What follows belongs to an exercise in optimizing a design on an open flow for small area; a production flow would make more cautious choices. Only simulation tests tie the RTL to the original design; equivalence was not proved. The clock port is modelled as an ideal driver, which makes a skipped or thinned clock tree look cheaper than it is; a real chip needs a root buffer or a tree. Power and IR drop assume default switching activity.

==> 11-24 <==
==> flow/design.v <==
`timescale 1ns / 1ps
module uart_tx (
    input  wire iTxMode,    
    input  wire iStart,     
    input  wire iStop,      
    input  wire iBit,       
    output wire oTxSerial
  );
  assign oTxSerial = ~iTxMode | (~iStart & (iStop | iBit));
endmodule
`timescale 1ns / 1ps
module uart_rx (
    input  wire iClk,
    input  wire iRxSerial,
    output wire oRxSync
  );
  reg rRx1, rRx2;
  always @(posedge iClk) begin
    rRx1 <= iRxSerial;
    rRx2 <= rRx1;
  end
  assign oRxSync = rRx2;
endmodule
`timescale 1ns / 1ps
module uart_top (
    input  wire iClk, iRst,
    input  wire iRx,
    output wire oTx
  );
  localparam BIT = 1085;                       
  localparam [10:0] TERM = 11'b00101110111;    
  function [10:0] lfsr_next(input [10:0] s);
    lfsr_next = {s[9:0], s[10] ^ s[8]};
  endfunction
  function [10:0] lfsr_before(input integer k);
    integer i;
    reg [10:0] s;
    begin
      s = TERM;
      for (i = 0; i < k; i = i + 1)
        s = {s[0] ^ s[9], s[10:1]};
      lfsr_before = s;
    end
  endfunction
  localparam [10:0] L_IDLE = lfsr_before(BIT + 271);              
  localparam [10:0] L_BIT  = lfsr_before(BIT - 1);
  localparam [10:0] L_TXST = lfsr_before(BIT + 2);                
  localparam [10:0] L_RXST = lfsr_before((BIT - 272) + BIT);      
  localparam [10:0] L_RXLS = lfsr_before((BIT - 272) + BIT + 3);  
  wire wRx;
  uart_rx UART_RX_INST (.iClk(iClk), .iRxSerial(iRx), .oRxSync(wRx));
  reg        rTx;       
  reg [3:0]  rPh;       
  reg [10:0] rCnt;      
  reg [3:0]  rFrm;      
  reg [4:0]  rDistA;    
  reg [1:0]  rDistB;    
  reg [95:0] rRing;
  reg        rHold;     
  reg        rOut;      
  wire wTerm  = (rCnt == TERM);
  wire wData  = |rPh[2:0];
  wire wPh0   = ~rPh[3] & ~wData;
  wire wPh9   = rPh[3] & ~wData;
  wire wPh8   = rPh[2] & ~rPh[1] & ~rPh[0];
  wire wIdle  = ~rTx & wPh0;
  wire wBump  = wTerm & wData;                
  wire wMatch = ~|rDistA & ~|rDistB;
  wire wLast  = (rFrm == 4'b1010);
  reg [10:0] wLoad;
  always @(*) begin
    if (wIdle)
      wLoad = L_IDLE;
    else if (wPh8)
      wLoad = rTx ? L_TXST : wLast ? L_RXLS : L_RXST;
    else
      wLoad = L_BIT;
  end
  always @(posedge iClk) begin
    if (wIdle | wTerm)
      rCnt <= wLoad;
    else
      rCnt <= lfsr_next(rCnt);
  end
  always @(posedge iClk) begin
    if (iRst) begin
      rTx  <= 1'b0;
      rPh  <= 4'd0;
      rFrm <= 4'd0;
    end else if (wIdle ? ~wRx : wTerm) begin
      rPh <= {rPh[2:0], (rPh[0] | ~rPh[2]) ^ rPh[3]};
      if (wPh9) begin
        rFrm <= {rFrm[2], ~rFrm[3], rFrm[0], ~|rFrm[1:0]};
        if (wLast)
          rTx <= ~rTx;
      end
    end
  end
  always @(posedge iClk) begin
    if (iRst) begin
      rDistA <= 5'd0;
      rDistB <= 2'd0;
    end else if (!wBump) begin
      rDistA <= {rDistA[3:0], rDistA[4] ^ rDistA[2] ^ ~|rDistA[3:0]};
      rDistB <= {rDistB[0], ~|rDistB};
    end
  end
  always @(posedge iClk) begin
    rRing <= {(~rTx & wMatch) ? rHold : rRing[0], rRing[95:1]};
  end
  always @(posedge iClk) begin
    if (~rTx) begin
      if (wBump)
        rHold <= wRx;                         
    end else if (wMatch) begin
      rHold <= wData ? rRing[2] : rRing[1];
    end
  end
  always @(posedge iClk) begin
    if (wTerm)
      rOut <= rHold;
  end
  uart_tx UART_TX_INST (.iTxMode(rTx), .iStart(wPh0), .iStop(wPh9),
                        .iBit(rOut), .oTxSerial(oTx));
endmodule
==> flow/flow/run.sh <==
#!/bin/bash
# Standard ORFS layout, with:
#  - synthesis as standard, except that ABC maps the logic for area
#    (flow/abc_area.script in place of ORFS's abc_speed.script; the
#    registers are mapped before ABC runs, so they are the standard ones);
#  - clock tree synthesis told not to add dummy loads (cells that only
#    balance the tree) and to use clkbuf_4 buffers;
#  - the smallest buffer on the ports;
#  - before clock tree synthesis, every logic cell swapped for the smallest
#    cell of its family, then slew, capacitance and timing repaired
#    (flow/downsize.tcl);
#  - power recovery at global routing, which downsizes cells off the
#    critical paths.
set -euo pipefail
here=$(pwd)
rm -rf "$here/scripts_area"
cp -r "$FLOW_HOME/scripts" "$here/scripts_area"
cp "$here/flow/abc_area.script" "$here/scripts_area/abc_speed.script"
bash standard.sh "SCRIPTS_DIR=$here/scripts_area" synth > synth.log 2>&1
bash standard.sh \
  "CTS_ARGS=-sink_clustering_enable -repair_clock_nets -dont_use_dummy_load -buf_list sky130_fd_sc_hd__clkbuf_4" \
  "BUFFER_PORTS_ARGS=-buffer_cell sky130_fd_sc_hd__buf_1" \
  "PRE_CTS_TCL=$here/flow/downsize.tcl" \
  "POST_CTS_TCL=$here/flow/clkmerge.tcl" \
  RECOVER_POWER=100 \
  finish > standard.log 2>&1
==> flow/flow/abc_area.script <==
strash
dch
amap
topo
dnsize -c
==> flow/flow/clkmerge.tcl <==
set cm_limit 0.110
proc cm_leaf_buffers {} {
  set res {}
  foreach inst [[ord::get_db_block] getInsts] {
    if {![string match *clkbuf* [[$inst getMaster] getName]]} continue
    set net [[$inst findITerm X] getNet]
    if {$net eq "NULL"} continue
    set leaf 1
    foreach it [$net getITerms] {
      if {[$it getInst] == $inst} continue
      if {[string match *clkbuf* [[[$it getInst] getMaster] getName]]} { set leaf 0 }
    }
    if {$leaf} { lappend res $inst }
  }
  return $res
}
proc cm_center {inst} {
  set bb [$inst getBBox]
  return [list [expr {([$bb xMin]+[$bb xMax])/2}] [expr {([$bb yMin]+[$bb yMax])/2}]]
}
proc cm_max_sink_slew {net} {
  set w 0.0
  set p [get_pins -quiet -of_objects [get_nets [$net getName]] -filter "direction==input"]
  foreach q $p { set s [get_property $q slew_max]; if {$s > $w} { set w $s } }
  return $w
}
set cm_merged 0
set again 1
while {$again} {
  set again 0
  set ls [cm_leaf_buffers]
  set pairs {}
  foreach a $ls {
    foreach b $ls {
      if {$a == $b} continue
      set ca [cm_center $a]; set cb [cm_center $b]
      set d [expr {abs([lindex $ca 0]-[lindex $cb 0]) + abs([lindex $ca 1]-[lindex $cb 1])}]
      lappend pairs [list $d $a $b]
    }
  }
  foreach pr [lsort -integer -index 0 $pairs] {
    set a [lindex $pr 1]; set b [lindex $pr 2]
    set anet [[$a findITerm X] getNet]; set bnet [[$b findITerm X] getNet]
    set moved {}
    foreach it [$anet getITerms] {
      if {[$it getInst] == $a} continue
      lappend moved $it
    }
    foreach it $moved { $it disconnect; $it connect $bnet }
    estimate_parasitics -placement
    if {[cm_max_sink_slew $bnet] <= $cm_limit} {
      [$a findITerm A] disconnect
      [$a findITerm X] disconnect
      odb::dbInst_destroy $a
      odb::dbNet_destroy $anet
      incr cm_merged
      set again 1
      break
    }
    foreach it $moved { $it disconnect; $it connect $anet }
  }
}
estimate_parasitics -placement
puts "clkmerge: $cm_merged leaf clock buffers merged away"
==> flow/flow/downsize.tcl <==
# Area recovery before clock tree synthesis: swap each logic cell for the
# smallest cell of its family (same function, lowest drive), then let
# repair_design and repair_timing restore any slew, capacitance or timing
# limit that the swap breaks.
set ds_count 0
set ds_saved 0.0
foreach inst [get_cells *] {
  set ref [get_property $inst ref_name]
  set lc [get_lib_cells -quiet $ref]
  if {$lc eq ""} { continue }
  set name [get_property $lc name]
  if {![regexp {^(sky130_fd_sc_hd__[a-z0-9]+)_([0-9]+)$} $name -> base drv]} { continue }
  if {[regexp {dfxtp|dfrtp|edfxtp|clkbuf|clkinv|tapvpwr|fill|decap|conb} $base]} { continue }
  set best $name
  set best_area [get_property $lc area]
  foreach c [get_lib_cells ${base}_*] {
    set cn [get_property $c name]
    if {![regexp "^${base}_\[0-9\]+\$" $cn]} { continue }
    if {[get_property $c dont_use]} { continue }
    set a [get_property $c area]
    if {$a < $best_area} { set best $cn; set best_area $a }
  }
  if {$best ne $name} {
    set ds_saved [expr {$ds_saved + [get_property $lc area] - $best_area}]
    replace_cell $inst $best
    incr ds_count
  }
}
puts "downsize: $ds_count cells swapped, [format %.1f $ds_saved] um2 saved"
estimate_parasitics -placement
repair_design
repair_timing -setup
==> flow/standard.sh <==
#!/bin/bash
# synth_recipe.tcl (not shown) runs the flow's synth.tcl, then flattens the netlist and writes it again
# the make line also repeats each setting of config.mk as NAME=value (left out here)
make -C /OpenROAD-flow-scripts/flow DESIGN_CONFIG=/design/flow/config.mk WORK_HOME=/design/flow/orfs CLKGATE_MAP_FILE= SYNTH_SCRIPT=/design/flow/synth_recipe.tcl "${@:-finish}"
==> flow/config.mk <==
export PLATFORM = sky130hd
export DESIGN_NAME = uart_top
export DESIGN_NICKNAME = uart_top
export VERILOG_FILES = /design/flow/design.v
export SDC_FILE = /design/flow/constraint.sdc
export NUM_CORES = 4
export LEC_CHECK = 0
export CAP_MARGIN = 20
export CORE_MARGIN = 2
export CORE_UTILIZATION = 70
export SLEW_MARGIN = 20
==> flow/constraint.sdc <==
create_clock -name core_clock -period 8.0 [get_ports {iClk}]
set_input_delay 1.6000 -clock core_clock [delete_from_list [all_inputs] [get_ports {iClk}]]
set_output_delay 1.6000 -clock core_clock [all_outputs]
set_load 0.01 [all_outputs]
==> inputs of 07-04, as changes to 11-24 <==
--- a/flow/design.v
+++ b/flow/design.v
@@ -99,8 +99,5 @@
   always @(posedge iClk) begin
-    if (iRst) begin
-      rDistA <= 5'd0;
-      rDistB <= 2'd0;
-    end else if (!wBump) begin
-      rDistA <= {rDistA[3:0], rDistA[4] ^ rDistA[2] ^ ~|rDistA[3:0]};
-      rDistB <= {rDistB[0], ~|rDistB};
+    if (iRst | ~wBump) begin
+      rDistA <= {rDistA[3:0], rDistA[4] ^ rDistA[2] ^ ~|rDistA[3:0]} & {5{~iRst}};
+      rDistB <= {rDistB[0], ~|rDistB} & {2{~iRst}};
     end
==> flow/flow/run.sh (replaced) <==
#!/bin/bash
# Standard ORFS layout, with:
#  - clock tree synthesis told not to add dummy loads (cells that only
#    balance the tree) and to use clkbuf_4 buffers;
#  - the smallest buffer on the ports;
#  - before clock tree synthesis, every logic cell swapped for the smallest
#    cell of its family, then slew, capacitance and timing repaired
#    (flow/downsize.tcl);
#  - power recovery at global routing, which downsizes cells off the
#    critical paths.
set -euo pipefail
here=$(pwd)
bash standard.sh \
  "CTS_ARGS=-sink_clustering_enable -repair_clock_nets -dont_use_dummy_load -buf_list sky130_fd_sc_hd__clkbuf_4" \
  "BUFFER_PORTS_ARGS=-buffer_cell sky130_fd_sc_hd__buf_1" \
  "PRE_CTS_TCL=$here/flow/downsize.tcl" \
  RECOVER_POWER=100 \
  finish > standard.log 2>&1
CORE_UTILIZATION = 85   (was 70)
removed: flow/flow/abc_area.script
removed: flow/flow/clkmerge.tcl
==> notes <==
07-04 failed in detailed placement (3_5_place_dp). 11-24 completed with no timing, DRC or antenna violations. Of 07-04 and 11-24, 07-04 has the higher area after synthesis (gap about 4.3%, measured against 11-24). Against 07-04, the synthesized cell count of 11-24 is larger by about 1.4%.

========
==> build 13: inputs <==
RTL: the design.v shown in full above, as it stands there.
export LEC_CHECK = 0
export CAP_MARGIN = 20
export CORE_MARGIN = 2
export CORE_UTILIZATION = 70
export SLEW_MARGIN = 20
create_clock -name core_clock -period 8.0 [get_ports {iClk}]
standard.sh (not shown) runs the stock make flow with config.mk's settings and CLKGATE_MAP_FILE= SYNTH_SCRIPT=/design/flow/synth_recipe.tcl, a recipe that flattens the netlist after the stock synthesis.
==> flow/flow/run.sh <==
#!/bin/bash
# Standard ORFS layout, with:
#  - synthesis as standard, except that ABC maps the logic for area
#    (flow/abc_area.script in place of ORFS's abc_speed.script; the
#    registers are mapped before ABC runs, so they are the standard ones);
#  - clock tree synthesis told not to add dummy loads (cells that only
#    balance the tree) and to use clkbuf_4 buffers;
#  - the smallest buffer on the ports;
#  - before clock tree synthesis, every logic cell swapped for the smallest
#    cell of its family, then slew, capacitance and timing repaired
#    (flow/downsize.tcl);
#  - power recovery at global routing, which downsizes cells off the
#    critical paths.
set -euo pipefail
here=$(pwd)
rm -rf "$here/scripts_area"
cp -r "$FLOW_HOME/scripts" "$here/scripts_area"
cp "$here/flow/abc_area.script" "$here/scripts_area/abc_speed.script"
bash standard.sh "SCRIPTS_DIR=$here/scripts_area" synth > synth.log 2>&1
bash standard.sh \
  "CTS_ARGS=-sink_clustering_enable -repair_clock_nets -dont_use_dummy_load -buf_list sky130_fd_sc_hd__clkbuf_4" \
  "BUFFER_PORTS_ARGS=-buffer_cell sky130_fd_sc_hd__buf_1" \
  "PRE_CTS_TCL=$here/flow/downsize.tcl" \
  RECOVER_POWER=100 \
  finish > standard.log 2>&1
==> flow/flow/abc_area.script <==
strash
dch
amap
topo
dnsize -c
==> flow/flow/downsize.tcl <==
# Area recovery before clock tree synthesis: swap each logic cell for the
# smallest cell of its family (same function, lowest drive), then let
# repair_design and repair_timing restore any slew, capacitance or timing
# limit that the swap breaks.
set ds_count 0
set ds_saved 0.0
foreach inst [get_cells *] {
  set ref [get_property $inst ref_name]
  set lc [get_lib_cells -quiet $ref]
  if {$lc eq ""} { continue }
  set name [get_property $lc name]
  if {![regexp {^(sky130_fd_sc_hd__[a-z0-9]+)_([0-9]+)$} $name -> base drv]} { continue }
  if {[regexp {dfxtp|dfrtp|edfxtp|clkbuf|clkinv|tapvpwr|fill|decap|conb} $base]} { continue }
  set best $name
  set best_area [get_property $lc area]
  foreach c [get_lib_cells ${base}_*] {
    set cn [get_property $c name]
    if {![regexp "^${base}_\[0-9\]+\$" $cn]} { continue }
    if {[get_property $c dont_use]} { continue }
    set a [get_property $c area]
    if {$a < $best_area} { set best $cn; set best_area $a }
  }
  if {$best ne $name} {
    set ds_saved [expr {$ds_saved + [get_property $lc area] - $best_area}]
    replace_cell $inst $best
    incr ds_count
  }
}
puts "downsize: $ds_count cells swapped, [format %.1f $ds_saved] um2 saved"
estimate_parasitics -placement
repair_design
repair_timing -setup
==> build 33: changes against build 13 <==
==> flow/design.v (replaced) <==
`timescale 1ns / 1ps
module uart_tx (
    input  wire iTxMode,    
    input  wire iStart,     
    input  wire iStop,      
    input  wire iBit,       
    output wire oTxSerial
  );
  assign oTxSerial = ~iTxMode | (~iStart & (iStop | iBit));
endmodule
`timescale 1ns / 1ps
module uart_rx (
    input  wire iClk,
    input  wire iRxSerial,
    output wire oRxSync
  );
  reg rRx1, rRx2;
  always @(posedge iClk) begin
    rRx1 <= iRxSerial;
    rRx2 <= rRx1;
  end
  assign oRxSync = rRx2;
endmodule
`timescale 1ns / 1ps
module uart_top (
    input  wire iClk, iRst,
    input  wire iRx,
    output wire oTx
  );
  localparam BIT = 1085;                  
  localparam [10:0] TERM = 11'b11001011101;   
  function [10:0] lfsr_next(input [10:0] s);
    lfsr_next = {s[9:0], s[10] ^ s[8]};
  endfunction
  function [10:0] lfsr_before(input integer k);
    integer i;
    reg [10:0] s;
    begin
      s = TERM;
      for (i = 0; i < k; i = i + 1)
        s = {s[0] ^ s[9], s[10:1]};
      lfsr_before = s;
    end
  endfunction
  localparam [10:0] L_IDLE = lfsr_before(BIT + 271);              
  localparam [10:0] L_BIT  = lfsr_before(BIT - 1);
  localparam [10:0] L_TXST = lfsr_before(BIT + 2);                
  localparam [10:0] L_RXST = lfsr_before((BIT - 272) + BIT);      
  localparam [10:0] L_RXLS = lfsr_before((BIT - 272) + BIT + 3);  
  wire wRx;
  uart_rx UART_RX_INST (.iClk(iClk), .iRxSerial(iRx), .oRxSync(wRx));
  reg        rTx;       
  reg [3:0]  rFrm;      
  reg [3:0]  rPh;       
  reg [10:0] rCnt;      
  reg [95:0] rBuf;
  wire wTerm = (rCnt == TERM);
  wire wPh0  = (rPh == 0);
  wire wPh9  = (rPh == 9);
  wire wPh8  = (rPh == 8);
  wire wIdle = ~rTx & wPh0;
  wire wLast = (rFrm == 11);
  wire wShift = wTerm & ~wPh0 & ~wPh9;
  reg [10:0] wLoad;
  always @(*) begin
    if (wIdle)
      wLoad = L_IDLE;
    else if (wPh8)
      wLoad = rTx ? L_TXST : wLast ? L_RXLS : L_RXST;
    else
      wLoad = L_BIT;
  end
  always @(posedge iClk) begin
    if (wShift)
      rBuf <= {wRx, rBuf[95:1]};
  end
  always @(posedge iClk) begin
    if (wIdle | wTerm)
      rCnt <= wLoad;
    else
      rCnt <= lfsr_next(rCnt);
  end
  always @(posedge iClk) begin
    if (iRst) begin
      rTx  <= 1'b0;
      rFrm <= 4'd0;
      rPh  <= 4'd0;
    end else if (wIdle ? ~wRx : wTerm) begin
      rPh <= wPh9 ? 4'd0 : rPh + 4'd1;
      if (wPh9) begin
        rFrm <= wLast ? 4'd0 : rFrm + 4'd1;
        if (wLast)
          rTx <= ~rTx;
      end
    end
  end
  uart_tx UART_TX_INST (.iTxMode(rTx), .iStart(wPh0), .iStop(wPh9),
                        .iBit(rBuf[0]), .oTxSerial(oTx));
endmodule
==> flow/flow/run.sh (replaced) <==
#!/bin/bash
# Standard ORFS layout, with clock tree synthesis told not to add dummy
# loads (cells that only balance the tree) and to use clkbuf_4 buffers,
# and with the smallest buffer on the ports.
set -euo pipefail
bash standard.sh \
  "CTS_ARGS=-sink_clustering_enable -repair_clock_nets -dont_use_dummy_load -buf_list sky130_fd_sc_hd__clkbuf_4" \
  "BUFFER_PORTS_ARGS=-buffer_cell sky130_fd_sc_hd__buf_1" \
  finish > standard.log 2>&1
removed: flow/flow/abc_area.script
removed: flow/flow/downsize.tcl
==> trial 10: changes against build 13 <==
--- a/flow/design.v
+++ b/flow/design.v
@@ -29,5 +29,5 @@
   );
   localparam BIT = 1085;                       
-  localparam [10:0] TERM = 11'b00101110111;    
+  localparam [10:0] TERM = 11'b11001011101;    
   function [10:0] lfsr_next(input [10:0] s);
     lfsr_next = {s[9:0], s[10] ^ s[8]};
@@ -60,12 +60,12 @@
   reg        rOut;      
   wire wTerm  = (rCnt == TERM);
-  wire wData  = |rPh[2:0];
-  wire wPh0   = ~rPh[3] & ~wData;
-  wire wPh9   = rPh[3] & ~wData;
-  wire wPh8   = rPh[2] & ~rPh[1] & ~rPh[0];
+  wire wPh0   = (rPh == 0);
+  wire wPh9   = (rPh == 9);
+  wire wPh8   = (rPh == 8);
+  wire wData  = ~wPh0 & ~wPh9;
   wire wIdle  = ~rTx & wPh0;
   wire wBump  = wTerm & wData;                
   wire wMatch = ~|rDistA & ~|rDistB;
-  wire wLast  = (rFrm == 4'b1010);
+  wire wLast  = (rFrm == 11);
   reg [10:0] wLoad;
   always @(*) begin
@@ -89,7 +89,7 @@
       rFrm <= 4'd0;
     end else if (wIdle ? ~wRx : wTerm) begin
-      rPh <= {rPh[2:0], (rPh[0] | ~rPh[2]) ^ rPh[3]};
+      rPh <= wPh9 ? 4'd0 : rPh + 4'd1;
       if (wPh9) begin
-        rFrm <= {rFrm[2], ~rFrm[3], rFrm[0], ~|rFrm[1:0]};
+        rFrm <= wLast ? 4'd0 : rFrm + 4'd1;
         if (wLast)
           rTx <= ~rTx;
==> flow/flow/run.sh (replaced) <==
#!/bin/bash
# Standard ORFS layout, with:
#  - clock tree synthesis told not to add dummy loads (cells that only
#    balance the tree) and to use clkbuf_4 buffers;
#  - the smallest buffer on the ports;
#  - before clock tree synthesis, every logic cell swapped for the smallest
#    cell of its family, then slew, capacitance and timing repaired
#    (flow/downsize.tcl);
#  - power recovery at global routing, which downsizes cells off the
#    critical paths.
set -euo pipefail
here=$(pwd)
bash standard.sh \
  "CTS_ARGS=-sink_clustering_enable -repair_clock_nets -dont_use_dummy_load -buf_list sky130_fd_sc_hd__clkbuf_4" \
  "BUFFER_PORTS_ARGS=-buffer_cell sky130_fd_sc_hd__buf_1" \
  "PRE_CTS_TCL=$here/flow/downsize.tcl" \
  RECOVER_POWER=100 \
  finish > standard.log 2>&1
removed: flow/flow/abc_area.script
==> trial 27: changes against build 13 <==
--- a/flow/design.v
+++ b/flow/design.v
@@ -98,10 +98,7 @@
   end
   always @(posedge iClk) begin
-    if (iRst) begin
-      rDistA <= 5'd0;
-      rDistB <= 2'd0;
-    end else if (!wBump) begin
-      rDistA <= {rDistA[3:0], rDistA[4] ^ rDistA[2] ^ ~|rDistA[3:0]};
-      rDistB <= {rDistB[0], ~|rDistB};
+    if (iRst | ~wBump) begin
+      rDistA <= {rDistA[3:0], rDistA[4] ^ rDistA[2] ^ ~|rDistA[3:0]} & {5{~iRst}};
+      rDistB <= {rDistB[0], ~|rDistB} & {2{~iRst}};
     end
   end
==> flow/flow/run.sh (replaced) <==
#!/bin/bash
# Standard ORFS layout, with:
#  - clock tree synthesis told not to add dummy loads (cells that only
#    balance the tree) and to use clkbuf_4 buffers;
#  - the smallest buffer on the ports;
#  - before clock tree synthesis, every logic cell swapped for the smallest
#    cell of its family, then slew, capacitance and timing repaired
#    (flow/downsize.tcl);
#  - power recovery at global routing, which downsizes cells off the
#    critical paths.
set -euo pipefail
here=$(pwd)
bash standard.sh \
  "CTS_ARGS=-sink_clustering_enable -repair_clock_nets -dont_use_dummy_load -buf_list sky130_fd_sc_hd__clkbuf_4" \
  "BUFFER_PORTS_ARGS=-buffer_cell sky130_fd_sc_hd__buf_1" \
  "PRE_CTS_TCL=$here/flow/downsize.tcl" \
  RECOVER_POWER=100 \
  finish > standard.log 2>&1
- CORE_UTILIZATION: 70 -> 78
removed: flow/flow/abc_area.script
==> qor summary <==
                                                                     trial 27        trial 10        build 33        build 13
Most common library cell in the layout ignoring fill and taps         dfxtp_1         dfxtp_1        edfxtp_1         dfxtp_1
X dimension of the die                                               67.91 um        73.33 um        78.39 um        70.06 um
Global router's overall resource usage                                 22.61%          21.17%          19.42%          20.66%
Result of the run                            no timing/DRC/antenna violations  no timing/DRC/antenna violations  no timing/DRC/antenna violations  no timing/DRC/antenna violations
Buffer share of cell area                                             0.3371%         0.3270%         0.5506%         0.3456%
Relative contribution of combinational cells to total power              1.8%            2.1%            1.3%           10.8%
Metal3 WL                                                              118 um          206 um          283 um          172 um
Number of cells on the worst reg-to-reg path                                4               4               4               9
Multi-input combinational cell count                                       82             100              75              74
Proportion of synthesized area in mux cells                            1.610%          3.905%              0%              0%
Total area of multi-input combinational cells                     503.0 sq um     644.4 sq um     511.7 sq um     427.9 sq um
Full die area                                                  0.004611 sq mm  0.005377 sq mm  0.006145 sq mm  0.004908 sq mm
Worst R2R Setup Slack                                                 5.46 ns         5.92 ns         5.90 ns         5.28 ns
Tap cell count                                                             50              54              72              52
Met3 track demand over resource in global routing                      9.868%          8.368%          8.161%          9.091%
Startpoint of the lowest-slack register-to-register path               rPh[2]          rPh[1]         rCnt[5]         rCnt[6]
# rows                                                                     23              25              27              24
Drt first pass iters                                                        4               4               5               5
Power density over the cells                                    286.8 mW/mm^2   278.5 mW/mm^2   228.9 mW/mm^2   349.9 mW/mm^2
Number of synthesized flops with an enable pin                              9               2              96               2
Adder and majority gate portion of the synthesized area                    0%         0.3719%         0.3230%              0%

==> port drivers added, routing unchanged <==
The results above use ideal ports. As a check the final layouts listed here were re-extracted and re-timed, cells and wires unchanged.
Step 1 assumes that a clkbuf_16 drives the clock port and a buf_2 every other input.
Step 2 also shifts input and output timing later by t, the mid clock arrival at the registers, as if the neighbouring blocks saw the same clock.
Three values: ideal ports, drivers, drivers and shift; two values: the first two.
| run | shift t [ns] | setup slack, ns | latest minus earliest clock arrival (ns) | worst data-port slew with drivers (ns) | cell pins on the clock port's net |
|---|---|---|---|---|---|
| 11-24 | 0.481 | 4.622 / 4.597 / 5.078 | 0.037 / 0.037 | 0.03 | 1 |
| build 13 | 0.478 | 4.654 / 4.629 / 5.107 | 0.032 / 0.032 | 0.03 | 1 |
| build 33 | 0.494 | 4.742 / 4.714 / 5.208 | 0.030 / 0.030 | 0.03 | 1 |
| trial 10 | 0.490 | 4.757 / 4.730 / 5.220 | 0.042 / 0.042 | 0.03 | 1 |
| trial 27 | 0.474 | 4.666 / 4.638 / 5.071 | 0.027 / 0.027 | 0.03 | 1 |
After both steps setup and hold are still met in every run listed.
